What follows belongs to an exercise in optimizing a design on an open flow for small area, a short achievable clock period and few clock cycles per item; a production flow would make more cautious choices.
The RTL was checked by simulation tests, not by an equivalence proof against the original design.

==> flow/design.v, too long to show whole: its modules and the start of the top module <==
// module tfg_fa: 4 lines
// module tfg_ha: 4 lines
// module tfg_bpp2: 4 lines
// module tfg_add124_sk: 977 lines
// module tfg_add63_sk: 440 lines
// module tfg_add63_skc: 441 lines
// module tfg_add64_sk: 453 lines
// module tfg_mul_pp: 5742 lines
// module tfg_mul_fin: 253 lines
// module tfg_red_t: 690 lines
// module tfg_red_al: 9 lines
// module tfg_red_l: 402 lines
// module tfg_red_f: 17 lines
// module tfg_modmul: 77 lines
module tfg_modmul
(
    input                 clk     ,
    input                 rst_n   ,
    input                 i_valid ,
    input       [61:0]    i_a     ,
    input       [61:0]    i_b     ,
    input       [61:0]    i_q     ,
    input       [62:0]    i_t     ,
    output                o_valid ,
    output      [61:0]    o_res
);
  // ...
==> flow/flow/run.sh <==
#!/bin/bash
set -euo pipefail
bash standard.sh SETUP_SLACK_MARGIN=13 finish > orfs_make.log 2>&1
==> flow/standard.sh <==
#!/bin/bash
# synth_recipe.tcl (not shown) runs the flow's synth.tcl, then flattens the netlist and writes it again
# the make line also repeats each setting of config.mk as NAME=value (left out here)
make -C /OpenROAD-flow-scripts/flow DESIGN_CONFIG=/design/flow/config.mk WORK_HOME=/design/flow/orfs CLKGATE_MAP_FILE= SYNTH_SCRIPT=/design/flow/synth_recipe.tcl "${@:-finish}"
==> flow/config.mk <==
export PLATFORM = sky130hd
export DESIGN_NAME = tfg_modmul
export DESIGN_NICKNAME = tfg_modmul
export VERILOG_FILES = /design/flow/design.v
export SDC_FILE = /design/flow/constraint.sdc
export NUM_CORES = 4
export LEC_CHECK = 0
export CAP_MARGIN = 20
export CORE_MARGIN = 2
export CORE_UTILIZATION = 50
export SLEW_MARGIN = 20
export SYNTH_HIERARCHICAL = 1
==> flow/constraint.sdc <==
create_clock -name core_clock -period 18.0 [get_ports {clk}]
set_input_delay 3.6000 -clock core_clock [delete_from_list [all_inputs] [get_ports {clk}]]
set_output_delay 3.6000 -clock core_clock [all_outputs]
set_load 0.01 [all_outputs]
==> impl_metrics.ini, run 1 <==
[routing]
routed.top_layer = met5
met2WireLength_mm = 301
wirelength_mm = 732
wl_met3_mm = 111

[floorplan]
io_pins = 315

[sta]
finalCritPeriodShare = 0.316
whs_ps = 310
max_slew_margin = 0.214
finalMaxSlewViolations = 0

[final_layout]
nMultiInputCombCells = 11361
top_area_cell_class = multi-input combinational cells
clkCellAreaFrac = 0.0306
diodes = 31
largest_reg_flops = 368

[setup_path]
start_kind = flop
arrival_ps = 6470
r2r_start = cfg_t[10]
rr_worst_depth = 15
cp_slowest_cell = nand2_1
crit_end = r_c

[synthesis]
netlist_area_mm2 = 0.159

[clocking]
cts_hold_buffers = 0

[placement]
dp_slack_ps = 10890

[global_routing]
grt_pass1_vias = 139757

[min_path]
hold_depth = 0

[run_status]
status = finished clean
Testbench counts, summed over its fixed seeds: cycles 12,056, items 12,000.
==> module tfg_red_t, before the edit <==
module tfg_red_t (
    input [62:0] ah,
    input [23:0] cfg,
    output [62:0] h0,
    output [62:0] h1,
    output c
);
wire [93:0] v0 = {31'b0, ah} << cfg[22:18];
wire [93:0] x0 = v0 ^ {94{cfg[23]}};
wire n1 = ~cfg[23];
wire [93:0] v1 = {31'b0, ah} << cfg[16:12];
wire [93:0] x1 = v1 ^ {94{cfg[17]}};
wire n2 = ~cfg[17];
wire [93:0] v2 = {31'b0, ah} << cfg[10:6];
wire [93:0] x2 = v2 ^ {94{cfg[11]}};
wire n3 = ~cfg[11];
wire [93:0] v3 = {31'b0, ah} << cfg[4:0];
wire [93:0] x3 = v3 ^ {94{cfg[5]}};
wire n4 = ~cfg[5];
wire n5, n6;
tfg_fa u_n5 (.a(x0[0]), .b(cfg[23]), .c(x1[0]), .s(n5), .co(n6));
wire n7, n8;
tfg_fa u_n7 (.a(n5), .b(cfg[17]), .c(x2[0]), .s(n7), .co(n8));
wire n9, n10;
tfg_fa u_n9 (.a(n6), .b(x0[1]), .c(x1[1]), .s(n9), .co(n10));
wire n11, n12;
tfg_ha u_n11 (.a(x0[2]), .b(x1[2]), .s(n11), .co(n12));
wire n13, n14;
tfg_ha u_n13 (.a(x0[3]), .b(x1[3]), .s(n13), .co(n14));
wire n15, n16;
tfg_ha u_n15 (.a(x0[4]), .b(x1[4]), .s(n15), .co(n16));
wire n17, n18;
tfg_ha u_n17 (.a(x0[5]), .b(x1[5]), .s(n17), .co(n18));
wire n19, n20;
tfg_ha u_n19 (.a(x0[6]), .b(x1[6]), .s(n19), .co(n20));
wire n21, n22;
tfg_ha u_n21 (.a(x0[7]), .b(x1[7]), .s(n21), .co(n22));
wire n23, n24;
tfg_ha u_n23 (.a(x0[8]), .b(x1[8]), .s(n23), .co(n24));
wire n25, n26;
tfg_ha u_n25 (.a(x0[9]), .b(x1[9]), .s(n25), .co(n26));
wire n27, n28;
tfg_ha u_n27 (.a(x0[10]), .b(x1[10]), .s(n27), .co(n28));
wire n29, n30;
tfg_ha u_n29 (.a(x0[11]), .b(x1[11]), .s(n29), .co(n30));
wire n31, n32;
tfg_ha u_n31 (.a(x0[12]), .b(x1[12]), .s(n31), .co(n32));
wire n33, n34;
tfg_ha u_n33 (.a(x0[13]), .b(x1[13]), .s(n33), .co(n34));
wire n35, n36;
tfg_ha u_n35 (.a(x0[14]), .b(x1[14]), .s(n35), .co(n36));
wire n37, n38;
tfg_ha u_n37 (.a(x0[15]), .b(x1[15]), .s(n37), .co(n38));
wire n39, n40;
tfg_ha u_n39 (.a(x0[16]), .b(x1[16]), .s(n39), .co(n40));
wire n41, n42;
tfg_ha u_n41 (.a(x0[17]), .b(x1[17]), .s(n41), .co(n42));
wire n43, n44;
tfg_ha u_n43 (.a(x0[18]), .b(x1[18]), .s(n43), .co(n44));
wire n45, n46;
tfg_ha u_n45 (.a(x0[19]), .b(x1[19]), .s(n45), .co(n46));
wire n47, n48;
tfg_ha u_n47 (.a(x0[20]), .b(x1[20]), .s(n47), .co(n48));
wire n49, n50;
tfg_ha u_n49 (.a(x0[21]), .b(x1[21]), .s(n49), .co(n50));
wire n51, n52;
tfg_ha u_n51 (.a(x0[22]), .b(x1[22]), .s(n51), .co(n52));
wire n53, n54;
tfg_ha u_n53 (.a(x0[23]), .b(x1[23]), .s(n53), .co(n54));
wire n55, n56;
tfg_ha u_n55 (.a(x0[24]), .b(x1[24]), .s(n55), .co(n56));
wire n57, n58;
tfg_ha u_n57 (.a(x0[25]), .b(x1[25]), .s(n57), .co(n58));
wire n59, n60;
tfg_ha u_n59 (.a(x0[26]), .b(x1[26]), .s(n59), .co(n60));
wire n61, n62;
tfg_ha u_n61 (.a(x0[27]), .b(x1[27]), .s(n61), .co(n62));
wire n63, n64;
tfg_ha u_n63 (.a(x0[28]), .b(x1[28]), .s(n63), .co(n64));
wire n65, n66;
tfg_ha u_n65 (.a(x0[29]), .b(x1[29]), .s(n65), .co(n66));
wire n67, n68;
tfg_ha u_n67 (.a(x0[30]), .b(x1[30]), .s(n67), .co(n68));
wire n69, n70;
tfg_ha u_n69 (.a(x0[31]), .b(x1[31]), .s(n69), .co(n70));
wire n71, n72;
tfg_ha u_n71 (.a(x0[32]), .b(x1[32]), .s(n71), .co(n72));
wire n73, n74;
tfg_ha u_n73 (.a(x0[33]), .b(x1[33]), .s(n73), .co(n74));
wire n75, n76;
tfg_ha u_n75 (.a(x0[34]), .b(x1[34]), .s(n75), .co(n76));
wire n77, n78;
tfg_ha u_n77 (.a(x0[35]), .b(x1[35]), .s(n77), .co(n78));
wire n79, n80;
tfg_ha u_n79 (.a(x0[36]), .b(x1[36]), .s(n79), .co(n80));
wire n81, n82;
tfg_ha u_n81 (.a(x0[37]), .b(x1[37]), .s(n81), .co(n82));
wire n83, n84;
tfg_ha u_n83 (.a(x0[38]), .b(x1[38]), .s(n83), .co(n84));
wire n85, n86;
tfg_ha u_n85 (.a(x0[39]), .b(x1[39]), .s(n85), .co(n86));
wire n87, n88;
tfg_ha u_n87 (.a(x0[40]), .b(x1[40]), .s(n87), .co(n88));
wire n89, n90;
tfg_ha u_n89 (.a(x0[41]), .b(x1[41]), .s(n89), .co(n90));
wire n91, n92;
tfg_ha u_n91 (.a(x0[42]), .b(x1[42]), .s(n91), .co(n92));
wire n93, n94;
tfg_ha u_n93 (.a(x0[43]), .b(x1[43]), .s(n93), .co(n94));
wire n95, n96;
tfg_ha u_n95 (.a(x0[44]), .b(x1[44]), .s(n95), .co(n96));
wire n97, n98;
tfg_ha u_n97 (.a(x0[45]), .b(x1[45]), .s(n97), .co(n98));
wire n99, n100;
tfg_ha u_n99 (.a(x0[46]), .b(x1[46]), .s(n99), .co(n100));
wire n101, n102;
tfg_ha u_n101 (.a(x0[47]), .b(x1[47]), .s(n101), .co(n102));
wire n103, n104;
tfg_ha u_n103 (.a(x0[48]), .b(x1[48]), .s(n103), .co(n104));
wire n105, n106;
tfg_ha u_n105 (.a(x0[49]), .b(x1[49]), .s(n105), .co(n106));
wire n107, n108;
tfg_ha u_n107 (.a(x0[50]), .b(x1[50]), .s(n107), .co(n108));
wire n109, n110;
tfg_ha u_n109 (.a(x0[51]), .b(x1[51]), .s(n109), .co(n110));
wire n111, n112;
tfg_ha u_n111 (.a(x0[52]), .b(x1[52]), .s(n111), .co(n112));
wire n113, n114;
tfg_ha u_n113 (.a(x0[53]), .b(x1[53]), .s(n113), .co(n114));
wire n115, n116;
tfg_ha u_n115 (.a(x0[54]), .b(x1[54]), .s(n115), .co(n116));
wire n117, n118;
tfg_ha u_n117 (.a(x0[55]), .b(x1[55]), .s(n117), .co(n118));
wire n119, n120;
tfg_ha u_n119 (.a(x0[56]), .b(x1[56]), .s(n119), .co(n120));
wire n121, n122;
tfg_ha u_n121 (.a(x0[57]), .b(x1[57]), .s(n121), .co(n122));
wire n123, n124;
tfg_ha u_n123 (.a(x0[58]), .b(x1[58]), .s(n123), .co(n124));
wire n125, n126;
tfg_ha u_n125 (.a(x0[59]), .b(x1[59]), .s(n125), .co(n126));
wire n127, n128;
tfg_ha u_n127 (.a(x0[60]), .b(x1[60]), .s(n127), .co(n128));
wire n129, n130;
tfg_ha u_n129 (.a(x0[61]), .b(x1[61]), .s(n129), .co(n130));
wire n131, n132;
tfg_ha u_n131 (.a(x0[62]), .b(x1[62]), .s(n131), .co(n132));
wire n133, n134;
tfg_fa u_n133 (.a(x0[63]), .b(x1[63]), .c(x2[63]), .s(n133), .co(n134));
wire n135, n136;
tfg_fa u_n135 (.a(x0[64]), .b(x1[64]), .c(x2[64]), .s(n135), .co(n136));
wire n137, n138;
tfg_fa u_n137 (.a(x0[65]), .b(x1[65]), .c(x2[65]), .s(n137), .co(n138));
wire n139, n140;
tfg_fa u_n139 (.a(x0[66]), .b(x1[66]), .c(x2[66]), .s(n139), .co(n140));
wire n141, n142;
tfg_fa u_n141 (.a(x0[67]), .b(x1[67]), .c(x2[67]), .s(n141), .co(n142));
wire n143, n144;
tfg_fa u_n143 (.a(x0[68]), .b(x1[68]), .c(x2[68]), .s(n143), .co(n144));
wire n145, n146;
tfg_fa u_n145 (.a(x0[69]), .b(x1[69]), .c(x2[69]), .s(n145), .co(n146));
wire n147, n148;
tfg_fa u_n147 (.a(x0[70]), .b(x1[70]), .c(x2[70]), .s(n147), .co(n148));
wire n149, n150;
tfg_fa u_n149 (.a(x0[71]), .b(x1[71]), .c(x2[71]), .s(n149), .co(n150));
wire n151, n152;
tfg_fa u_n151 (.a(x0[72]), .b(x1[72]), .c(x2[72]), .s(n151), .co(n152));
wire n153, n154;
tfg_fa u_n153 (.a(x0[73]), .b(x1[73]), .c(x2[73]), .s(n153), .co(n154));
wire n155, n156;
tfg_fa u_n155 (.a(x0[74]), .b(x1[74]), .c(x2[74]), .s(n155), .co(n156));
wire n157, n158;
tfg_fa u_n157 (.a(x0[75]), .b(x1[75]), .c(x2[75]), .s(n157), .co(n158));
wire n159, n160;
tfg_fa u_n159 (.a(x0[76]), .b(x1[76]), .c(x2[76]), .s(n159), .co(n160));
wire n161, n162;
tfg_fa u_n161 (.a(x0[77]), .b(x1[77]), .c(x2[77]), .s(n161), .co(n162));
wire n163, n164;
tfg_fa u_n163 (.a(x0[78]), .b(x1[78]), .c(x2[78]), .s(n163), .co(n164));
wire n165, n166;
tfg_fa u_n165 (.a(x0[79]), .b(x1[79]), .c(x2[79]), .s(n165), .co(n166));
wire n167, n168;
tfg_fa u_n167 (.a(x0[80]), .b(x1[80]), .c(x2[80]), .s(n167), .co(n168));
wire n169, n170;
tfg_fa u_n169 (.a(x0[81]), .b(x1[81]), .c(x2[81]), .s(n169), .co(n170));
wire n171, n172;
tfg_fa u_n171 (.a(x0[82]), .b(x1[82]), .c(x2[82]), .s(n171), .co(n172));
wire n173, n174;
tfg_fa u_n173 (.a(x0[83]), .b(x1[83]), .c(x2[83]), .s(n173), .co(n174));
wire n175, n176;
tfg_fa u_n175 (.a(x0[84]), .b(x1[84]), .c(x2[84]), .s(n175), .co(n176));
wire n177, n178;
tfg_fa u_n177 (.a(x0[85]), .b(x1[85]), .c(x2[85]), .s(n177), .co(n178));
wire n179, n180;
tfg_fa u_n179 (.a(x0[86]), .b(x1[86]), .c(x2[86]), .s(n179), .co(n180));
wire n181, n182;
tfg_fa u_n181 (.a(x0[87]), .b(x1[87]), .c(x2[87]), .s(n181), .co(n182));
wire n183, n184;
tfg_fa u_n183 (.a(x0[88]), .b(x1[88]), .c(x2[88]), .s(n183), .co(n184));
wire n185, n186;
tfg_fa u_n185 (.a(x0[89]), .b(x1[89]), .c(x2[89]), .s(n185), .co(n186));
wire n187, n188;
tfg_fa u_n187 (.a(x0[90]), .b(x1[90]), .c(x2[90]), .s(n187), .co(n188));
wire n189, n190;
tfg_fa u_n189 (.a(x0[91]), .b(x1[91]), .c(x2[91]), .s(n189), .co(n190));
wire n191, n192;
tfg_fa u_n191 (.a(x0[92]), .b(x1[92]), .c(x2[92]), .s(n191), .co(n192));
wire n193, n194;
tfg_fa u_n193 (.a(x0[93]), .b(x1[93]), .c(x2[93]), .s(n193), .co(n194));
wire n195, n196;
tfg_fa u_n195 (.a(n1), .b(n2), .c(n3), .s(n195), .co(n196));
wire n197, n198;
tfg_ha u_n197 (.a(n7), .b(cfg[11]), .s(n197), .co(n198));
wire n199, n200;
tfg_fa u_n199 (.a(n8), .b(n9), .c(x2[1]), .s(n199), .co(n200));
wire n201, n202;
tfg_fa u_n201 (.a(n10), .b(n11), .c(x2[2]), .s(n201), .co(n202));
wire n203, n204;
tfg_fa u_n203 (.a(n12), .b(n13), .c(x2[3]), .s(n203), .co(n204));
wire n205, n206;
tfg_fa u_n205 (.a(n14), .b(n15), .c(x2[4]), .s(n205), .co(n206));
wire n207, n208;
tfg_fa u_n207 (.a(n16), .b(n17), .c(x2[5]), .s(n207), .co(n208));
wire n209, n210;
tfg_fa u_n209 (.a(n18), .b(n19), .c(x2[6]), .s(n209), .co(n210));
wire n211, n212;
tfg_fa u_n211 (.a(n20), .b(n21), .c(x2[7]), .s(n211), .co(n212));
wire n213, n214;
tfg_fa u_n213 (.a(n22), .b(n23), .c(x2[8]), .s(n213), .co(n214));
wire n215, n216;
tfg_fa u_n215 (.a(n24), .b(n25), .c(x2[9]), .s(n215), .co(n216));
wire n217, n218;
tfg_fa u_n217 (.a(n26), .b(n27), .c(x2[10]), .s(n217), .co(n218));
wire n219, n220;
tfg_fa u_n219 (.a(n28), .b(n29), .c(x2[11]), .s(n219), .co(n220));
wire n221, n222;
tfg_fa u_n221 (.a(n30), .b(n31), .c(x2[12]), .s(n221), .co(n222));
wire n223, n224;
tfg_fa u_n223 (.a(n32), .b(n33), .c(x2[13]), .s(n223), .co(n224));
wire n225, n226;
tfg_fa u_n225 (.a(n34), .b(n35), .c(x2[14]), .s(n225), .co(n226));
wire n227, n228;
tfg_fa u_n227 (.a(n36), .b(n37), .c(x2[15]), .s(n227), .co(n228));
wire n229, n230;
tfg_fa u_n229 (.a(n38), .b(n39), .c(x2[16]), .s(n229), .co(n230));
wire n231, n232;
tfg_fa u_n231 (.a(n40), .b(n41), .c(x2[17]), .s(n231), .co(n232));
wire n233, n234;
tfg_fa u_n233 (.a(n42), .b(n43), .c(x2[18]), .s(n233), .co(n234));
wire n235, n236;
tfg_fa u_n235 (.a(n44), .b(n45), .c(x2[19]), .s(n235), .co(n236));
wire n237, n238;
tfg_fa u_n237 (.a(n46), .b(n47), .c(x2[20]), .s(n237), .co(n238));
wire n239, n240;
tfg_fa u_n239 (.a(n48), .b(n49), .c(x2[21]), .s(n239), .co(n240));
wire n241, n242;
tfg_fa u_n241 (.a(n50), .b(n51), .c(x2[22]), .s(n241), .co(n242));
wire n243, n244;
tfg_fa u_n243 (.a(n52), .b(n53), .c(x2[23]), .s(n243), .co(n244));
wire n245, n246;
tfg_fa u_n245 (.a(n54), .b(n55), .c(x2[24]), .s(n245), .co(n246));
wire n247, n248;
tfg_fa u_n247 (.a(n56), .b(n57), .c(x2[25]), .s(n247), .co(n248));
wire n249, n250;
tfg_fa u_n249 (.a(n58), .b(n59), .c(x2[26]), .s(n249), .co(n250));
wire n251, n252;
tfg_fa u_n251 (.a(n60), .b(n61), .c(x2[27]), .s(n251), .co(n252));
wire n253, n254;
tfg_fa u_n253 (.a(n62), .b(n63), .c(x2[28]), .s(n253), .co(n254));
wire n255, n256;
tfg_fa u_n255 (.a(n64), .b(n65), .c(x2[29]), .s(n255), .co(n256));
wire n257, n258;
tfg_fa u_n257 (.a(n66), .b(n67), .c(x2[30]), .s(n257), .co(n258));
wire n259, n260;
tfg_fa u_n259 (.a(n68), .b(n69), .c(x2[31]), .s(n259), .co(n260));
wire n261, n262;
tfg_fa u_n261 (.a(n70), .b(n71), .c(x2[32]), .s(n261), .co(n262));
wire n263, n264;
tfg_fa u_n263 (.a(n72), .b(n73), .c(x2[33]), .s(n263), .co(n264));
wire n265, n266;
tfg_fa u_n265 (.a(n74), .b(n75), .c(x2[34]), .s(n265), .co(n266));
wire n267, n268;
tfg_fa u_n267 (.a(n76), .b(n77), .c(x2[35]), .s(n267), .co(n268));
wire n269, n270;
tfg_fa u_n269 (.a(n78), .b(n79), .c(x2[36]), .s(n269), .co(n270));
wire n271, n272;
tfg_fa u_n271 (.a(n80), .b(n81), .c(x2[37]), .s(n271), .co(n272));
wire n273, n274;
tfg_fa u_n273 (.a(n82), .b(n83), .c(x2[38]), .s(n273), .co(n274));
wire n275, n276;
tfg_fa u_n275 (.a(n84), .b(n85), .c(x2[39]), .s(n275), .co(n276));
wire n277, n278;
tfg_fa u_n277 (.a(n86), .b(n87), .c(x2[40]), .s(n277), .co(n278));
wire n279, n280;
tfg_fa u_n279 (.a(n88), .b(n89), .c(x2[41]), .s(n279), .co(n280));
wire n281, n282;
tfg_fa u_n281 (.a(n90), .b(n91), .c(x2[42]), .s(n281), .co(n282));
wire n283, n284;
tfg_fa u_n283 (.a(n92), .b(n93), .c(x2[43]), .s(n283), .co(n284));
wire n285, n286;
tfg_fa u_n285 (.a(n94), .b(n95), .c(x2[44]), .s(n285), .co(n286));
wire n287, n288;
tfg_fa u_n287 (.a(n96), .b(n97), .c(x2[45]), .s(n287), .co(n288));
wire n289, n290;
tfg_fa u_n289 (.a(n98), .b(n99), .c(x2[46]), .s(n289), .co(n290));
wire n291, n292;
tfg_fa u_n291 (.a(n100), .b(n101), .c(x2[47]), .s(n291), .co(n292));
wire n293, n294;
tfg_fa u_n293 (.a(n102), .b(n103), .c(x2[48]), .s(n293), .co(n294));
wire n295, n296;
tfg_fa u_n295 (.a(n104), .b(n105), .c(x2[49]), .s(n295), .co(n296));
wire n297, n298;
tfg_fa u_n297 (.a(n106), .b(n107), .c(x2[50]), .s(n297), .co(n298));
wire n299, n300;
tfg_fa u_n299 (.a(n108), .b(n109), .c(x2[51]), .s(n299), .co(n300));
wire n301, n302;
tfg_fa u_n301 (.a(n110), .b(n111), .c(x2[52]), .s(n301), .co(n302));
wire n303, n304;
tfg_fa u_n303 (.a(n112), .b(n113), .c(x2[53]), .s(n303), .co(n304));
wire n305, n306;
tfg_fa u_n305 (.a(n114), .b(n115), .c(x2[54]), .s(n305), .co(n306));
wire n307, n308;
tfg_fa u_n307 (.a(n116), .b(n117), .c(x2[55]), .s(n307), .co(n308));
wire n309, n310;
tfg_fa u_n309 (.a(n118), .b(n119), .c(x2[56]), .s(n309), .co(n310));
wire n311, n312;
tfg_fa u_n311 (.a(n120), .b(n121), .c(x2[57]), .s(n311), .co(n312));
wire n313, n314;
tfg_fa u_n313 (.a(n122), .b(n123), .c(x2[58]), .s(n313), .co(n314));
wire n315, n316;
tfg_fa u_n315 (.a(n124), .b(n125), .c(x2[59]), .s(n315), .co(n316));
wire n317, n318;
tfg_fa u_n317 (.a(n126), .b(n127), .c(x2[60]), .s(n317), .co(n318));
wire n319, n320;
tfg_fa u_n319 (.a(n128), .b(n129), .c(x2[61]), .s(n319), .co(n320));
wire n321, n322;
tfg_fa u_n321 (.a(n130), .b(n131), .c(x2[62]), .s(n321), .co(n322));
wire n323, n324;
tfg_fa u_n323 (.a(n132), .b(n133), .c(x3[63]), .s(n323), .co(n324));
wire n325, n326;
tfg_fa u_n325 (.a(n134), .b(n135), .c(x3[64]), .s(n325), .co(n326));
wire n327, n328;
tfg_fa u_n327 (.a(n136), .b(n137), .c(x3[65]), .s(n327), .co(n328));
wire n329, n330;
tfg_fa u_n329 (.a(n138), .b(n139), .c(x3[66]), .s(n329), .co(n330));
wire n331, n332;
tfg_fa u_n331 (.a(n140), .b(n141), .c(x3[67]), .s(n331), .co(n332));
wire n333, n334;
tfg_fa u_n333 (.a(n142), .b(n143), .c(x3[68]), .s(n333), .co(n334));
wire n335, n336;
tfg_fa u_n335 (.a(n144), .b(n145), .c(x3[69]), .s(n335), .co(n336));
wire n337, n338;
tfg_fa u_n337 (.a(n146), .b(n147), .c(x3[70]), .s(n337), .co(n338));
wire n339, n340;
tfg_fa u_n339 (.a(n148), .b(n149), .c(x3[71]), .s(n339), .co(n340));
wire n341, n342;
tfg_fa u_n341 (.a(n150), .b(n151), .c(x3[72]), .s(n341), .co(n342));
wire n343, n344;
tfg_fa u_n343 (.a(n152), .b(n153), .c(x3[73]), .s(n343), .co(n344));
wire n345, n346;
tfg_fa u_n345 (.a(n154), .b(n155), .c(x3[74]), .s(n345), .co(n346));
wire n347, n348;
tfg_fa u_n347 (.a(n156), .b(n157), .c(x3[75]), .s(n347), .co(n348));
wire n349, n350;
tfg_fa u_n349 (.a(n158), .b(n159), .c(x3[76]), .s(n349), .co(n350));
wire n351, n352;
tfg_fa u_n351 (.a(n160), .b(n161), .c(x3[77]), .s(n351), .co(n352));
wire n353, n354;
tfg_fa u_n353 (.a(n162), .b(n163), .c(x3[78]), .s(n353), .co(n354));
wire n355, n356;
tfg_fa u_n355 (.a(n164), .b(n165), .c(x3[79]), .s(n355), .co(n356));
wire n357, n358;
tfg_fa u_n357 (.a(n166), .b(n167), .c(x3[80]), .s(n357), .co(n358));
wire n359, n360;
tfg_fa u_n359 (.a(n168), .b(n169), .c(x3[81]), .s(n359), .co(n360));
wire n361, n362;
tfg_fa u_n361 (.a(n170), .b(n171), .c(x3[82]), .s(n361), .co(n362));
wire n363, n364;
tfg_fa u_n363 (.a(n172), .b(n173), .c(x3[83]), .s(n363), .co(n364));
wire n365, n366;
tfg_fa u_n365 (.a(n174), .b(n175), .c(x3[84]), .s(n365), .co(n366));
wire n367, n368;
tfg_fa u_n367 (.a(n176), .b(n177), .c(x3[85]), .s(n367), .co(n368));
wire n369, n370;
tfg_fa u_n369 (.a(n178), .b(n179), .c(x3[86]), .s(n369), .co(n370));
wire n371, n372;
tfg_fa u_n371 (.a(n180), .b(n181), .c(x3[87]), .s(n371), .co(n372));
wire n373, n374;
tfg_fa u_n373 (.a(n182), .b(n183), .c(x3[88]), .s(n373), .co(n374));
wire n375, n376;
tfg_fa u_n375 (.a(n184), .b(n185), .c(x3[89]), .s(n375), .co(n376));
wire n377, n378;
tfg_fa u_n377 (.a(n186), .b(n187), .c(x3[90]), .s(n377), .co(n378));
wire n379, n380;
tfg_fa u_n379 (.a(n188), .b(n189), .c(x3[91]), .s(n379), .co(n380));
wire n381, n382;
tfg_fa u_n381 (.a(n190), .b(n191), .c(x3[92]), .s(n381), .co(n382));
wire n383, n384;
tfg_fa u_n383 (.a(n192), .b(n193), .c(x3[93]), .s(n383), .co(n384));
wire n385, n386;
tfg_fa u_n385 (.a(n194), .b(n195), .c(n4), .s(n385), .co(n386));
wire n387, n388;
tfg_ha u_n387 (.a(n197), .b(x3[0]), .s(n387), .co(n388));
wire n389, n390;
tfg_fa u_n389 (.a(n198), .b(n199), .c(x3[1]), .s(n389), .co(n390));
wire n391, n392;
tfg_fa u_n391 (.a(n200), .b(n201), .c(x3[2]), .s(n391), .co(n392));
wire n393, n394;
tfg_fa u_n393 (.a(n202), .b(n203), .c(x3[3]), .s(n393), .co(n394));
wire n395, n396;
tfg_fa u_n395 (.a(n204), .b(n205), .c(x3[4]), .s(n395), .co(n396));
wire n397, n398;
tfg_fa u_n397 (.a(n206), .b(n207), .c(x3[5]), .s(n397), .co(n398));
wire n399, n400;
tfg_fa u_n399 (.a(n208), .b(n209), .c(x3[6]), .s(n399), .co(n400));
wire n401, n402;
tfg_fa u_n401 (.a(n210), .b(n211), .c(x3[7]), .s(n401), .co(n402));
wire n403, n404;
tfg_fa u_n403 (.a(n212), .b(n213), .c(x3[8]), .s(n403), .co(n404));
wire n405, n406;
tfg_fa u_n405 (.a(n214), .b(n215), .c(x3[9]), .s(n405), .co(n406));
wire n407, n408;
tfg_fa u_n407 (.a(n216), .b(n217), .c(x3[10]), .s(n407), .co(n408));
wire n409, n410;
tfg_fa u_n409 (.a(n218), .b(n219), .c(x3[11]), .s(n409), .co(n410));
wire n411, n412;
tfg_fa u_n411 (.a(n220), .b(n221), .c(x3[12]), .s(n411), .co(n412));
wire n413, n414;
tfg_fa u_n413 (.a(n222), .b(n223), .c(x3[13]), .s(n413), .co(n414));
wire n415, n416;
tfg_fa u_n415 (.a(n224), .b(n225), .c(x3[14]), .s(n415), .co(n416));
wire n417, n418;
tfg_fa u_n417 (.a(n226), .b(n227), .c(x3[15]), .s(n417), .co(n418));
wire n419, n420;
tfg_fa u_n419 (.a(n228), .b(n229), .c(x3[16]), .s(n419), .co(n420));
wire n421, n422;
tfg_fa u_n421 (.a(n230), .b(n231), .c(x3[17]), .s(n421), .co(n422));
wire n423, n424;
tfg_fa u_n423 (.a(n232), .b(n233), .c(x3[18]), .s(n423), .co(n424));
wire n425, n426;
tfg_fa u_n425 (.a(n234), .b(n235), .c(x3[19]), .s(n425), .co(n426));
wire n427, n428;
tfg_fa u_n427 (.a(n236), .b(n237), .c(x3[20]), .s(n427), .co(n428));
wire n429, n430;
tfg_fa u_n429 (.a(n238), .b(n239), .c(x3[21]), .s(n429), .co(n430));
wire n431, n432;
tfg_fa u_n431 (.a(n240), .b(n241), .c(x3[22]), .s(n431), .co(n432));
wire n433, n434;
tfg_fa u_n433 (.a(n242), .b(n243), .c(x3[23]), .s(n433), .co(n434));
wire n435, n436;
tfg_fa u_n435 (.a(n244), .b(n245), .c(x3[24]), .s(n435), .co(n436));
wire n437, n438;
tfg_fa u_n437 (.a(n246), .b(n247), .c(x3[25]), .s(n437), .co(n438));
wire n439, n440;
tfg_fa u_n439 (.a(n248), .b(n249), .c(x3[26]), .s(n439), .co(n440));
wire n441, n442;
tfg_fa u_n441 (.a(n250), .b(n251), .c(x3[27]), .s(n441), .co(n442));
wire n443, n444;
tfg_fa u_n443 (.a(n252), .b(n253), .c(x3[28]), .s(n443), .co(n444));
wire n445, n446;
tfg_fa u_n445 (.a(n254), .b(n255), .c(x3[29]), .s(n445), .co(n446));
wire n447, n448;
tfg_fa u_n447 (.a(n256), .b(n257), .c(x3[30]), .s(n447), .co(n448));
wire n449, n450;
tfg_fa u_n449 (.a(n258), .b(n259), .c(x3[31]), .s(n449), .co(n450));
wire n451, n452;
tfg_fa u_n451 (.a(n260), .b(n261), .c(x3[32]), .s(n451), .co(n452));
wire n453, n454;
tfg_fa u_n453 (.a(n262), .b(n263), .c(x3[33]), .s(n453), .co(n454));
wire n455, n456;
tfg_fa u_n455 (.a(n264), .b(n265), .c(x3[34]), .s(n455), .co(n456));
wire n457, n458;
tfg_fa u_n457 (.a(n266), .b(n267), .c(x3[35]), .s(n457), .co(n458));
wire n459, n460;
tfg_fa u_n459 (.a(n268), .b(n269), .c(x3[36]), .s(n459), .co(n460));
wire n461, n462;
tfg_fa u_n461 (.a(n270), .b(n271), .c(x3[37]), .s(n461), .co(n462));
wire n463, n464;
tfg_fa u_n463 (.a(n272), .b(n273), .c(x3[38]), .s(n463), .co(n464));
wire n465, n466;
tfg_fa u_n465 (.a(n274), .b(n275), .c(x3[39]), .s(n465), .co(n466));
wire n467, n468;
tfg_fa u_n467 (.a(n276), .b(n277), .c(x3[40]), .s(n467), .co(n468));
wire n469, n470;
tfg_fa u_n469 (.a(n278), .b(n279), .c(x3[41]), .s(n469), .co(n470));
wire n471, n472;
tfg_fa u_n471 (.a(n280), .b(n281), .c(x3[42]), .s(n471), .co(n472));
wire n473, n474;
tfg_fa u_n473 (.a(n282), .b(n283), .c(x3[43]), .s(n473), .co(n474));
wire n475, n476;
tfg_fa u_n475 (.a(n284), .b(n285), .c(x3[44]), .s(n475), .co(n476));
wire n477, n478;
tfg_fa u_n477 (.a(n286), .b(n287), .c(x3[45]), .s(n477), .co(n478));
wire n479, n480;
tfg_fa u_n479 (.a(n288), .b(n289), .c(x3[46]), .s(n479), .co(n480));
wire n481, n482;
tfg_fa u_n481 (.a(n290), .b(n291), .c(x3[47]), .s(n481), .co(n482));
wire n483, n484;
tfg_fa u_n483 (.a(n292), .b(n293), .c(x3[48]), .s(n483), .co(n484));
wire n485, n486;
tfg_fa u_n485 (.a(n294), .b(n295), .c(x3[49]), .s(n485), .co(n486));
wire n487, n488;
tfg_fa u_n487 (.a(n296), .b(n297), .c(x3[50]), .s(n487), .co(n488));
wire n489, n490;
tfg_fa u_n489 (.a(n298), .b(n299), .c(x3[51]), .s(n489), .co(n490));
wire n491, n492;
tfg_fa u_n491 (.a(n300), .b(n301), .c(x3[52]), .s(n491), .co(n492));
wire n493, n494;
tfg_fa u_n493 (.a(n302), .b(n303), .c(x3[53]), .s(n493), .co(n494));
wire n495, n496;
tfg_fa u_n495 (.a(n304), .b(n305), .c(x3[54]), .s(n495), .co(n496));
wire n497, n498;
tfg_fa u_n497 (.a(n306), .b(n307), .c(x3[55]), .s(n497), .co(n498));
wire n499, n500;
tfg_fa u_n499 (.a(n308), .b(n309), .c(x3[56]), .s(n499), .co(n500));
wire n501, n502;
tfg_fa u_n501 (.a(n310), .b(n311), .c(x3[57]), .s(n501), .co(n502));
wire n503, n504;
tfg_fa u_n503 (.a(n312), .b(n313), .c(x3[58]), .s(n503), .co(n504));
wire n505, n506;
tfg_fa u_n505 (.a(n314), .b(n315), .c(x3[59]), .s(n505), .co(n506));
wire n507, n508;
tfg_fa u_n507 (.a(n316), .b(n317), .c(x3[60]), .s(n507), .co(n508));
wire n509, n510;
tfg_fa u_n509 (.a(n318), .b(n319), .c(x3[61]), .s(n509), .co(n510));
wire n511, n512;
tfg_fa u_n511 (.a(n320), .b(n321), .c(x3[62]), .s(n511), .co(n512));
wire n513, n514;
tfg_fa u_n513 (.a(n322), .b(n323), .c(ah[0]), .s(n513), .co(n514));
wire n515, n516;
tfg_fa u_n515 (.a(n324), .b(n325), .c(ah[1]), .s(n515), .co(n516));
wire n517, n518;
tfg_fa u_n517 (.a(n326), .b(n327), .c(ah[2]), .s(n517), .co(n518));
wire n519, n520;
tfg_fa u_n519 (.a(n328), .b(n329), .c(ah[3]), .s(n519), .co(n520));
wire n521, n522;
tfg_fa u_n521 (.a(n330), .b(n331), .c(ah[4]), .s(n521), .co(n522));
wire n523, n524;
tfg_fa u_n523 (.a(n332), .b(n333), .c(ah[5]), .s(n523), .co(n524));
wire n525, n526;
tfg_fa u_n525 (.a(n334), .b(n335), .c(ah[6]), .s(n525), .co(n526));
wire n527, n528;
tfg_fa u_n527 (.a(n336), .b(n337), .c(ah[7]), .s(n527), .co(n528));
wire n529, n530;
tfg_fa u_n529 (.a(n338), .b(n339), .c(ah[8]), .s(n529), .co(n530));
wire n531, n532;
tfg_fa u_n531 (.a(n340), .b(n341), .c(ah[9]), .s(n531), .co(n532));
wire n533, n534;
tfg_fa u_n533 (.a(n342), .b(n343), .c(ah[10]), .s(n533), .co(n534));
wire n535, n536;
tfg_fa u_n535 (.a(n344), .b(n345), .c(ah[11]), .s(n535), .co(n536));
wire n537, n538;
tfg_fa u_n537 (.a(n346), .b(n347), .c(ah[12]), .s(n537), .co(n538));
wire n539, n540;
tfg_fa u_n539 (.a(n348), .b(n349), .c(ah[13]), .s(n539), .co(n540));
wire n541, n542;
tfg_fa u_n541 (.a(n350), .b(n351), .c(ah[14]), .s(n541), .co(n542));
wire n543, n544;
tfg_fa u_n543 (.a(n352), .b(n353), .c(ah[15]), .s(n543), .co(n544));
wire n545, n546;
tfg_fa u_n545 (.a(n354), .b(n355), .c(ah[16]), .s(n545), .co(n546));
wire n547, n548;
tfg_fa u_n547 (.a(n356), .b(n357), .c(ah[17]), .s(n547), .co(n548));
wire n549, n550;
tfg_fa u_n549 (.a(n358), .b(n359), .c(ah[18]), .s(n549), .co(n550));
wire n551, n552;
tfg_fa u_n551 (.a(n360), .b(n361), .c(ah[19]), .s(n551), .co(n552));
wire n553, n554;
tfg_fa u_n553 (.a(n362), .b(n363), .c(ah[20]), .s(n553), .co(n554));
wire n555, n556;
tfg_fa u_n555 (.a(n364), .b(n365), .c(ah[21]), .s(n555), .co(n556));
wire n557, n558;
tfg_fa u_n557 (.a(n366), .b(n367), .c(ah[22]), .s(n557), .co(n558));
wire n559, n560;
tfg_fa u_n559 (.a(n368), .b(n369), .c(ah[23]), .s(n559), .co(n560));
wire n561, n562;
tfg_fa u_n561 (.a(n370), .b(n371), .c(ah[24]), .s(n561), .co(n562));
wire n563, n564;
tfg_fa u_n563 (.a(n372), .b(n373), .c(ah[25]), .s(n563), .co(n564));
wire n565, n566;
tfg_fa u_n565 (.a(n374), .b(n375), .c(ah[26]), .s(n565), .co(n566));
wire n567, n568;
tfg_fa u_n567 (.a(n376), .b(n377), .c(ah[27]), .s(n567), .co(n568));
wire n569, n570;
tfg_fa u_n569 (.a(n378), .b(n379), .c(ah[28]), .s(n569), .co(n570));
wire n571, n572;
tfg_fa u_n571 (.a(n380), .b(n381), .c(ah[29]), .s(n571), .co(n572));
wire n573, n574;
tfg_fa u_n573 (.a(n382), .b(n383), .c(ah[30]), .s(n573), .co(n574));
wire n575, n576;
tfg_fa u_n575 (.a(n384), .b(n385), .c(ah[31]), .s(n575), .co(n576));
wire n577, n578;
tfg_fa u_n577 (.a(n386), .b(n196), .c(ah[32]), .s(n577), .co(n578));
wire n579, n580;
assign n579 = ~ah[33];
assign n580 = ah[33];
wire n581, n582;
assign n581 = ~ah[34];
assign n582 = ah[34];
wire n583, n584;
assign n583 = ~ah[35];
assign n584 = ah[35];
wire n585, n586;
assign n585 = ~ah[36];
assign n586 = ah[36];
wire n587, n588;
assign n587 = ~ah[37];
assign n588 = ah[37];
wire n589, n590;
assign n589 = ~ah[38];
assign n590 = ah[38];
wire n591, n592;
assign n591 = ~ah[39];
assign n592 = ah[39];
wire n593, n594;
assign n593 = ~ah[40];
assign n594 = ah[40];
wire n595, n596;
assign n595 = ~ah[41];
assign n596 = ah[41];
wire n597, n598;
assign n597 = ~ah[42];
assign n598 = ah[42];
wire n599, n600;
assign n599 = ~ah[43];
assign n600 = ah[43];
wire n601, n602;
assign n601 = ~ah[44];
assign n602 = ah[44];
wire n603, n604;
assign n603 = ~ah[45];
assign n604 = ah[45];
wire n605, n606;
assign n605 = ~ah[46];
assign n606 = ah[46];
wire n607, n608;
assign n607 = ~ah[47];
assign n608 = ah[47];
wire n609, n610;
assign n609 = ~ah[48];
assign n610 = ah[48];
wire n611, n612;
assign n611 = ~ah[49];
assign n612 = ah[49];
wire n613, n614;
assign n613 = ~ah[50];
assign n614 = ah[50];
wire n615, n616;
assign n615 = ~ah[51];
assign n616 = ah[51];
wire n617, n618;
assign n617 = ~ah[52];
assign n618 = ah[52];
wire n619, n620;
assign n619 = ~ah[53];
assign n620 = ah[53];
wire n621, n622;
assign n621 = ~ah[54];
assign n622 = ah[54];
wire n623, n624;
assign n623 = ~ah[55];
assign n624 = ah[55];
wire n625, n626;
assign n625 = ~ah[56];
assign n626 = ah[56];
wire n627, n628;
assign n627 = ~ah[57];
assign n628 = ah[57];
wire n629, n630;
assign n629 = ~ah[58];
assign n630 = ah[58];
wire n631, n632;
assign n631 = ~ah[59];
assign n632 = ah[59];
wire n633, n634;
assign n633 = ~ah[60];
assign n634 = ah[60];
wire n635, n636;
assign n635 = ~ah[61];
assign n636 = ah[61];
wire n637, n638;
assign n637 = ~ah[62];
assign n638 = ah[62];
wire [125:0] r0 = {n636, n634, n632, n630, n628, n626, n624, n622, n620, n618, n616, n614, n612, n610, n608, n606, n604, n602, n600, n598, n596, n594, n592, n590, n588, n586, n584, n582, n580, n578, n576, n574, n572, n570, n568, n566, n564, n562, n560, n558, n556, n554, n552, n550, n548, n546, n544, n542, n540, n538, n536, n534, n532, n530, n528, n526, n524, n522, n520, n518, n516, n514, n512, n510, n508, n506, n504, n502, n500, n498, n496, n494, n492, n490, n488, n486, n484, n482, n480, n478, n476, n474, n472, n470, n468, n466, n464, n462, n460, n458, n456, n454, n452, n450, n448, n446, n444, n442, n440, n438, n436, n434, n432, n430, n428, n426, n424, n422, n420, n418, n416, n414, n412, n410, n408, n406, n404, n402, n400, n398, n396, n394, n392, n390, n388, n387};
wire [125:0] r1 = {n637, n635, n633, n631, n629, n627, n625, n623, n621, n619, n617, n615, n613, n611, n609, n607, n605, n603, n601, n599, n597, n595, n593, n591, n589, n587, n585, n583, n581, n579, n577, n575, n573, n571, n569, n567, n565, n563, n561, n559, n557, n555, n553, n551, n549, n547, n545, n543, n541, n539, n537, n535, n533, n531, n529, n527, n525, n523, n521, n519, n517, n515, n513, n511, n509, n507, n505, n503, n501, n499, n497, n495, n493, n491, n489, n487, n485, n483, n481, n479, n477, n475, n473, n471, n469, n467, n465, n463, n461, n459, n457, n455, n453, n451, n449, n447, n445, n443, n441, n439, n437, n435, n433, n431, n429, n427, n425, n423, n421, n419, n417, n415, n413, n411, n409, n407, n405, n403, n401, n399, n397, n395, n393, n391, n389, cfg[5]};
wire [62:0] lo;
tfg_add63_sk u_lo (.a(r0[62:0]), .b(r1[62:0]), .s(lo), .co(c));
assign h0 = r0[125:63];
assign h1 = r1[125:63];
endmodule
==> module tfg_red_al, before the edit <==
module tfg_red_al (
    input [62:0] h0,
    input [62:0] h1,
    input c,
    output [62:0] al
);
wire alco;
tfg_add63_skc u_al (.a(h0), .b(h1), .ci(c), .s(al), .co(alco));
endmodule
==> module tfg_modmul, before the edit <==
module tfg_modmul
(
    input                 clk     ,
    input                 rst_n   ,
    input                 i_valid ,
    input       [61:0]    i_a     ,
    input       [61:0]    i_b     ,
    input       [61:0]    i_q     ,
    input       [62:0]    i_t     ,
    output                o_valid ,
    output      [61:0]    o_res
);
localparam LAT = 7;
reg  [LAT-1:0]  vld;
always @(posedge clk or negedge rst_n)
begin
    if (!rst_n)
        vld <= 0;
    else
        vld <= {vld[LAT-2:0], i_valid};
end
assign o_valid = vld[LAT-1];
reg  [61:0]     cfg_q;
reg  [35:0]     cfg_t;
reg  [61:0]     r_a;
reg  [92:0]     r_enc;
reg             r_b61;
wire [63:0]     bx = {2'b0, i_b};
wire [92:0]     enc;
genvar gi;
generate for (gi = 0; gi < 31; gi = gi + 1) begin : g_enc
    wire b1 = bx[2*gi+1];
    wire b0 = bx[2*gi];
    wire bm = (gi == 0) ? 1'b0 : bx[2*gi-1];
    assign enc[3*gi]   = b0 ^ bm;
    assign enc[3*gi+1] = (b1 & ~b0 & ~bm) | (~b1 & b0 & bm);
    assign enc[3*gi+2] = b1;
end endgenerate
reg  [368-1:0] r_cut;
reg  [123:0]    r_p;
reg  [62:0]     r_h0, r_h1, r_plo;
reg             r_c;
reg  [62:0]     r_al, r_plo2;
reg  [62:0]     r_s0, r_s1;
reg  [61:0]     r_res;
wire [368-1:0] cut;
wire [123:0]    p;
wire [62:0]     h0, h1, al, s0, s1;
wire            c;
wire [61:0]     res;
tfg_mul_pp u_pp  (.a_in(r_a), .enc(r_enc), .b61(r_b61), .cut(cut));
tfg_mul_fin u_fin (.cut(r_cut), .p(p));
tfg_red_t  u_t   (.ah(r_p[123:61]), .cfg(cfg_t[23:0]), .h0(h0), .h1(h1), .c(c));
tfg_red_al u_al  (.h0(r_h0), .h1(r_h1), .c(r_c), .al(al));
tfg_red_l  u_l   (.al(r_al), .plo(r_plo2), .cfg(cfg_t[35:24]), .s0(s0), .s1(s1));
tfg_red_f  u_f   (.s0(r_s0), .s1(r_s1), .q(cfg_q), .res(res));
always @(posedge clk)
begin
    cfg_q <= i_q;
    cfg_t <= i_t[35:0];
    r_a   <= i_a;
    r_enc <= enc;
    r_b61 <= i_b[61];
    r_cut <= cut;
    r_p   <= p;
    r_h0  <= h0;
    r_h1  <= h1;
    r_c   <= c;
    r_plo <= r_p[62:0];
    r_al  <= al;
    r_plo2 <= r_plo;
    r_s0  <= s0;
    r_s1  <= s1;
    r_res <= res;
end
assign o_res = r_res;
endmodule
==> run 2, diff against run 1 <==
--- a/flow/design.v
+++ b/flow/design.v
@@ -989,3 +989,3 @@
 endmodule
-module tfg_add63_sk (input [62:0] a, input [62:0] b, output [62:0] s, output co);
+module tfg_blkgp63_8 (input [62:0] a, input [62:0] b, output [7:0] g, output [7:0] p);
 wire [62:0] p0 = a ^ b;
@@ -1000,2 +1000,133 @@
 wire p4 = p0[7] & p0[6];
+wire g5 = g2 | (p2 & g1);
+wire p5 = p2 & p1;
+wire g6 = g4 | (p4 & g3);
+wire p6 = p4 & p3;
+wire g7 = g6 | (p6 & g5);
+wire p7 = p6 & p5;
+assign g[0] = g7;
+assign p[0] = p7;
+wire g8 = g0[9] | (p0[9] & g0[8]);
+wire p8 = p0[9] & p0[8];
+wire g9 = g0[11] | (p0[11] & g0[10]);
+wire p9 = p0[11] & p0[10];
+wire g10 = g0[13] | (p0[13] & g0[12]);
+wire p10 = p0[13] & p0[12];
+wire g11 = g0[15] | (p0[15] & g0[14]);
+wire p11 = p0[15] & p0[14];
+wire g12 = g9 | (p9 & g8);
+wire p12 = p9 & p8;
+wire g13 = g11 | (p11 & g10);
+wire p13 = p11 & p10;
+wire g14 = g13 | (p13 & g12);
+wire p14 = p13 & p12;
+assign g[1] = g14;
+assign p[1] = p14;
+wire g15 = g0[17] | (p0[17] & g0[16]);
+wire p15 = p0[17] & p0[16];
+wire g16 = g0[19] | (p0[19] & g0[18]);
+wire p16 = p0[19] & p0[18];
+wire g17 = g0[21] | (p0[21] & g0[20]);
+wire p17 = p0[21] & p0[20];
+wire g18 = g0[23] | (p0[23] & g0[22]);
+wire p18 = p0[23] & p0[22];
+wire g19 = g16 | (p16 & g15);
+wire p19 = p16 & p15;
+wire g20 = g18 | (p18 & g17);
+wire p20 = p18 & p17;
+wire g21 = g20 | (p20 & g19);
+wire p21 = p20 & p19;
+assign g[2] = g21;
+assign p[2] = p21;
+wire g22 = g0[25] | (p0[25] & g0[24]);
+wire p22 = p0[25] & p0[24];
+wire g23 = g0[27] | (p0[27] & g0[26]);
+wire p23 = p0[27] & p0[26];
+wire g24 = g0[29] | (p0[29] & g0[28]);
+wire p24 = p0[29] & p0[28];
+wire g25 = g0[31] | (p0[31] & g0[30]);
+wire p25 = p0[31] & p0[30];
+wire g26 = g23 | (p23 & g22);
+wire p26 = p23 & p22;
+wire g27 = g25 | (p25 & g24);
+wire p27 = p25 & p24;
+wire g28 = g27 | (p27 & g26);
+wire p28 = p27 & p26;
+assign g[3] = g28;
+assign p[3] = p28;
+wire g29 = g0[33] | (p0[33] & g0[32]);
+wire p29 = p0[33] & p0[32];
+wire g30 = g0[35] | (p0[35] & g0[34]);
+wire p30 = p0[35] & p0[34];
+wire g31 = g0[37] | (p0[37] & g0[36]);
+wire p31 = p0[37] & p0[36];
+wire g32 = g0[39] | (p0[39] & g0[38]);
+wire p32 = p0[39] & p0[38];
+wire g33 = g30 | (p30 & g29);
+wire p33 = p30 & p29;
+wire g34 = g32 | (p32 & g31);
+wire p34 = p32 & p31;
+wire g35 = g34 | (p34 & g33);
+wire p35 = p34 & p33;
+assign g[4] = g35;
+assign p[4] = p35;
+wire g36 = g0[41] | (p0[41] & g0[40]);
+wire p36 = p0[41] & p0[40];
+wire g37 = g0[43] | (p0[43] & g0[42]);
+wire p37 = p0[43] & p0[42];
+wire g38 = g0[45] | (p0[45] & g0[44]);
+wire p38 = p0[45] & p0[44];
+wire g39 = g0[47] | (p0[47] & g0[46]);
+wire p39 = p0[47] & p0[46];
+wire g40 = g37 | (p37 & g36);
+wire p40 = p37 & p36;
+wire g41 = g39 | (p39 & g38);
+wire p41 = p39 & p38;
+wire g42 = g41 | (p41 & g40);
+wire p42 = p41 & p40;
+assign g[5] = g42;
+assign p[5] = p42;
+wire g43 = g0[49] | (p0[49] & g0[48]);
+wire p43 = p0[49] & p0[48];
+wire g44 = g0[51] | (p0[51] & g0[50]);
+wire p44 = p0[51] & p0[50];
+wire g45 = g0[53] | (p0[53] & g0[52]);
+wire p45 = p0[53] & p0[52];
+wire g46 = g0[55] | (p0[55] & g0[54]);
+wire p46 = p0[55] & p0[54];
+wire g47 = g44 | (p44 & g43);
+wire p47 = p44 & p43;
+wire g48 = g46 | (p46 & g45);
+wire p48 = p46 & p45;
+wire g49 = g48 | (p48 & g47);
+wire p49 = p48 & p47;
+assign g[6] = g49;
+assign p[6] = p49;
+wire g50 = g0[57] | (p0[57] & g0[56]);
+wire p50 = p0[57] & p0[56];
+wire g51 = g0[59] | (p0[59] & g0[58]);
+wire p51 = p0[59] & p0[58];
+wire g52 = g0[61] | (p0[61] & g0[60]);
+wire p52 = p0[61] & p0[60];
+wire g53 = g51 | (p51 & g50);
+wire p53 = p51 & p50;
+wire g54 = g0[62] | (p0[62] & g52);
+wire p54 = p0[62] & p52;
+wire g55 = g54 | (p54 & g53);
+wire p55 = p54 & p53;
+assign g[7] = g55;
+assign p[7] = p55;
+endmodule
+module tfg_add63_skc (input [62:0] a, input [62:0] b, input ci, output [62:0] s, output co);
+wire [62:0] p0 = a ^ b;
+wire [62:0] g0 = a & b;
+wire gc0 = g0[0] | (p0[0] & ci);
+wire g1 = g0[1] | (p0[1] & gc0);
+wire p1 = p0[1] & p0[0];
+wire g2 = g0[3] | (p0[3] & g0[2]);
+wire p2 = p0[3] & p0[2];
+wire g3 = g0[5] | (p0[5] & g0[4]);
+wire p3 = p0[5] & p0[4];
+wire g4 = g0[7] | (p0[7] & g0[6]);
+wire p4 = p0[7] & p0[6];
 wire g5 = g0[9] | (p0[9] & g0[8]);
@@ -1364,4 +1495,4 @@
 wire p186 = p155 & p140;
-assign s[0] = p0[0] ^ 1'b0;
-assign s[1] = p0[1] ^ g0[0];
+assign s[0] = p0[0] ^ ci;
+assign s[1] = p0[1] ^ gc0;
 assign s[2] = p0[2] ^ g1;
@@ -1429,7 +1560,6 @@
 endmodule
-module tfg_add63_skc (input [62:0] a, input [62:0] b, input ci, output [62:0] s, output co);
+module tfg_add63_sk (input [62:0] a, input [62:0] b, output [62:0] s, output co);
 wire [62:0] p0 = a ^ b;
 wire [62:0] g0 = a & b;
-wire gc0 = g0[0] | (p0[0] & ci);
-wire g1 = g0[1] | (p0[1] & gc0);
+wire g1 = g0[1] | (p0[1] & g0[0]);
 wire p1 = p0[1] & p0[0];
@@ -1805,4 +1935,4 @@
 wire p186 = p155 & p140;
-assign s[0] = p0[0] ^ ci;
-assign s[1] = p0[1] ^ gc0;
+assign s[0] = p0[0] ^ 1'b0;
+assign s[1] = p0[1] ^ g0[0];
 assign s[2] = p0[2] ^ g1;
@@ -8323,3 +8453,4 @@
     output [62:0] h1,
-    output c
+    output [7:0] lg,
+    output [7:0] lp
 );
@@ -9003,4 +9134,3 @@
 wire [125:0] r1 = {n637, n635, n633, n631, n629, n627, n625, n623, n621, n619, n617, n615, n613, n611, n609, n607, n605, n603, n601, n599, n597, n595, n593, n591, n589, n587, n585, n583, n581, n579, n577, n575, n573, n571, n569, n567, n565, n563, n561, n559, n557, n555, n553, n551, n549, n547, n545, n543, n541, n539, n537, n535, n533, n531, n529, n527, n525, n523, n521, n519, n517, n515, n513, n511, n509, n507, n505, n503, n501, n499, n497, n495, n493, n491, n489, n487, n485, n483, n481, n479, n477, n475, n473, n471, n469, n467, n465, n463, n461, n459, n457, n455, n453, n451, n449, n447, n445, n443, n441, n439, n437, n435, n433, n431, n429, n427, n425, n423, n421, n419, n417, n415, n413, n411, n409, n407, n405, n403, n401, n399, n397, n395, n393, n391, n389, cfg[5]};
-wire [62:0] lo;
-tfg_add63_sk u_lo (.a(r0[62:0]), .b(r1[62:0]), .s(lo), .co(c));
+tfg_blkgp63_8 u_lo (.a(r0[62:0]), .b(r1[62:0]), .g(lg), .p(lp));
 assign h0 = r0[125:63];
@@ -9011,3 +9141,4 @@
     input [62:0] h1,
-    input c,
+    input [7:0] lg,
+    input [7:0] lp,
     output [62:0] al
@@ -9015,2 +9146,17 @@
 wire alco;
+wire cg1 = lg[1] | (lp[1] & lg[0]);
+wire cp1 = lp[1] & lp[0];
+wire cg2 = lg[3] | (lp[3] & lg[2]);
+wire cp2 = lp[3] & lp[2];
+wire cg3 = lg[5] | (lp[5] & lg[4]);
+wire cp3 = lp[5] & lp[4];
+wire cg4 = lg[7] | (lp[7] & lg[6]);
+wire cp4 = lp[7] & lp[6];
+wire cg5 = cg2 | (cp2 & cg1);
+wire cp5 = cp2 & cp1;
+wire cg6 = cg4 | (cp4 & cg3);
+wire cp6 = cp4 & cp3;
+wire cg7 = cg6 | (cp6 & cg5);
+wire cp7 = cp6 & cp5;
+wire c = cg7;
 tfg_add63_skc u_al (.a(h0), .b(h1), .ci(c), .s(al), .co(alco));
@@ -9477,3 +9623,3 @@
 reg  [62:0]     r_h0, r_h1, r_plo;
-reg             r_c;
+reg  [8-1:0]   r_lg, r_lp;
 reg  [62:0]     r_al, r_plo2;
@@ -9484,3 +9630,3 @@
 wire [62:0]     h0, h1, al, s0, s1;
-wire            c;
+wire [8-1:0]   lg, lp;
 wire [61:0]     res;
@@ -9488,4 +9634,4 @@
 tfg_mul_fin u_fin (.cut(r_cut), .p(p));
-tfg_red_t  u_t   (.ah(r_p[123:61]), .cfg(cfg_t[23:0]), .h0(h0), .h1(h1), .c(c));
-tfg_red_al u_al  (.h0(r_h0), .h1(r_h1), .c(r_c), .al(al));
+tfg_red_t  u_t   (.ah(r_p[123:61]), .cfg(cfg_t[23:0]), .h0(h0), .h1(h1), .lg(lg), .lp(lp));
+tfg_red_al u_al  (.h0(r_h0), .h1(r_h1), .lg(r_lg), .lp(r_lp), .al(al));
 tfg_red_l  u_l   (.al(r_al), .plo(r_plo2), .cfg(cfg_t[35:24]), .s0(s0), .s1(s1));
@@ -9503,3 +9649,4 @@
     r_h1  <= h1;
-    r_c   <= c;
+    r_lg  <= lg;
+    r_lp  <= lp;
     r_plo <= r_p[62:0];
==> flow/flow/run.sh (replaced) <==
#!/bin/bash
set -euo pipefail
bash standard.sh SETUP_SLACK_MARGIN=13.3 finish > orfs_make.log 2>&1
--- a/flow/config.mk
+++ b/flow/config.mk
@@ -9,3 +9,3 @@
 export CORE_MARGIN = 2
-export CORE_UTILIZATION = 50
+export CORE_UTILIZATION = 65
 export SLEW_MARGIN = 20
==> impl_metrics.ini, run 2 <==
[synthesis]
synth_warnings = 7
netlist_area_mm2 = 0.160
syn_inst = 14386
avgSynthCellArea_um2 = 11.1

[run_status]
error_line = [ERROR GRT-0232] Routing congestion too high. Check the congestion heatmap in the GUI.
haltStage = global routing
status = aborted with a tool error

[floorplan]
die_h_um = 500
chipWidth_um = 500
fp-row-count = 181
initial_core_util = 0.655
io_pins = 315

[placement]
portBuffers = 287
place_inst = 17090
place_area_mm2 = 0.162
dp_slack_ps = 12200
dp_hpwl_mm = 429
place.gp.congestion = 1.06

[clocking]
cts_made_buffers = 150
cts_buffer_depth = 4
clock_tree.root_cell = clkbuf_16
htreeDepth = 4

[global_routing]
grt_max_degree = 88
==> run 2: worst max-delay path by stage <==
stage	depth (start not counted)	endpoint	slack [ps]	startpoint
after CTS	1	o_valid	13020	vld[6]
after detailed placement	12	r_lp[3]	12200	cfg_t[13]
after global placement	12	r_lg[3]	12260	cfg_t[13]
after floorplan	9	r_cut[192]	13270	r_enc[11]
==> run 2: repair_timing <==
item	in CTS
pin swaps	10
buffers inserted	161
hold buffers	0
gates resized for setup	683
gates cloned	26
setup endpoints to repair	361
hold endpoints to repair	0
Testbench counts of run 2, summed over its fixed seeds: cycles 12,056, items 12,000.
==> run 3, diff against run 2 <==
==> flow/flow/run.sh (replaced) <==
#!/bin/bash
set -euo pipefail
bash standard.sh SETUP_SLACK_MARGIN=13 finish > orfs_make.log 2>&1
--- a/flow/config.mk
+++ b/flow/config.mk
@@ -9,3 +9,3 @@
 export CORE_MARGIN = 2
-export CORE_UTILIZATION = 65
+export CORE_UTILIZATION = 50
 export SLEW_MARGIN = 20
==> impl_metrics.ini, run 3 <==
[run_status]
status = finished clean

[sta]
setup_tns_ps = 0
hold_viol_final = 0
finalClockSkew_ps = 75.4
setup_viol = 0
max_slew_margin = 0.237
fmax_mhz = 196
min_period_ps = 5110
max_slew.worst_pin.slew_ps = 1140
finalMaxSlewViolations = 0
finalCritPeriodShare = 0.284
rsz0062_at_grt = true

[job]
max_cap_viol_count = 0

[synthesis]
synth_warnings = 7
syn_inst = 14386
avgSynthCellArea_um2 = 11.1
netlist_area_mm2 = 0.160

[floorplan]
die_area_mm2 = 0.324
chipWidth_um = 569
fp.coreArea_mm2 = 0.318
fp-row-count = 207
die_h_um = 569
io_pins = 315
initial_core_util = 0.502

[routing]
routedWlPerCell_um = 39.0
ant_nets = 0
wirelength_mm = 723
vias = 133881
drtIter0Drc = 20541
drc = 0
viasPerCell = 7.22
dr.pass1.iters = 12

[final_layout]
nNetsFinal = 17360
layout_commonest_cell = xnor2_1
max_flop_register = r_cut
nFillCells = 27320
top_regs = r_cut: 368 flops, r_p: 124 flops, r_enc: 93 flops
drive_above_1_share = 0.134
area_growth_pct = 7.98
final_cell_mix = xnor2_1, fa_1, a22oi_1
largest_reg_flops = 368

[clocking]
clkLatencyLatePin_ps = 930
htreeDepth = 4
cts_made_buffers = 157
cts_tree = yes
cts_buffer_depth = 4
cts.sinks = 1270
clk_pin_slew_ps = 70
cts_hold_buffers = 0
clock_tree.root_cell = clkbuf_16

[global_routing]
grt_pass1_vias = 139116
antenna_found_initial = 32
grt_max_degree = 79
gr-total-overflow = 0
grt_use_total = 0.431
grt_pass1_wl_mm = 1000

[setup_path]
start_kind = flop
arrival_ps = 5890
critical_path_class = flop to flop
critPathMaxFanout = 29
critPathCaptureType = flop
cp_data_required_time_ps = 18780

[placement]
dp_hpwl_mm = 465
place.gp.congestion = 1.01
portBuffers = 287

[min_path]
hp-class = flop to flop
run 3: path summary, 6_finish.rpt:
kind,startpoint,end,slack (ps),cells past startpoint
setup / recovery,r_a[43],r_cut[195],12890,10
hold / removal,r_plo[61],r_plo2[61],300,0
setup reg to reg,r_a[43],r_cut[195],12890,10
hold reg to reg,r_plo[61],r_plo2[61],300,0
max in group asynchronous,rst_n,vld[3],14820,1
min in group asynchronous,rst_n,vld[0],2960,1
run 3: final cells by class:
type	count	area [um2]	area share
Multi-Input combinational cell	11364	125000	0.723
Sequential cell	1270	25900	0.150
Timing Repair Buffer	802	8680	0.0503
Tap cell	4180	5230	0.0303
Clock buffer	201	4400	0.0255
Inverter	624	2340	0.0136
Clock inverter	75	1080	0.00625
Antenna cell	24	60.1	0.000348
run 3: worst max-delay path, cell delays in order (launching register included):
cell and delay [ps]:
dfxtp_4 580, buf_12 310, a22oi_1 160, xnor2_1 300
fa_1 480, fa_1 540, fa_1 490, fa_1 660
fa_1 470, fa_1 420, fa_1 520
run 3: what timing repair did:
item | in CTS | in global routing
endpoints found under the hold margin | 0 | 0
pin swaps | 1 | 12
buffers inserted | 36 | 57
gates resized for setup | 539 | 216
setup endpoints to repair | 321 | 211
cloned | 7 | 13
run 3: per-layer routing:
| layer | up-vias | part of all wire | global-route usage |
|---|---|---|---|
| met3 | 3853 | 0.14 | 0.166 |
| met5 | - | 0.00093 | 0.00997 |
| met1 | 66978 | 0.36 | 0.531 |
| met4 | 31 | 0.082 | 0.278 |
| met2 | 12434 | 0.42 | 0.627 |
| li1 | 50585 | - | - |
run 3: per-stage QoR:
step	instances	cell area, um2	util	hold slack (ps)	setup WS, ps
2_1_floorplan	14418	160000	-	310	13100
3_3_place_gp	18127	164000	0.515	312	12130
3_5_place_dp	18127	164000	0.515	312	12060
4_1_cts	18446	171000	0.537	304	12960
5_1_grt	18519	172000	0.542	311	12930
6_report	18540	173000	0.542	305	12890

==> port drivers added, routing unchanged <==
How much do the figures lean on ideal ports? The routed layouts below were timed once more, with nothing changed but the port constraints.
Step 1 assumes that a clkbuf_16 drives the clock port and a buf_2 every other input.
Step 2 adds t to the input delays and takes it off the output delays; t is the mean of the earliest and latest rising clock arrival at the registers after step 1. Input paths then give back, and output paths get back, about the clock's delay inside the block.
a / b / c = no drivers / after step 1 / after step 2; a / b = the first two.
run	shift t [ns]	setup WS [ns]	worst hold slack (ns)
run 1	0.980	12.318 / 12.318 / 12.318	0.310 / 0.310 / 0.310
run 3	0.995	12.888 / 12.888 / 12.888	0.305 / 0.305 / 0.305
After both steps every run listed still meets setup and hold.
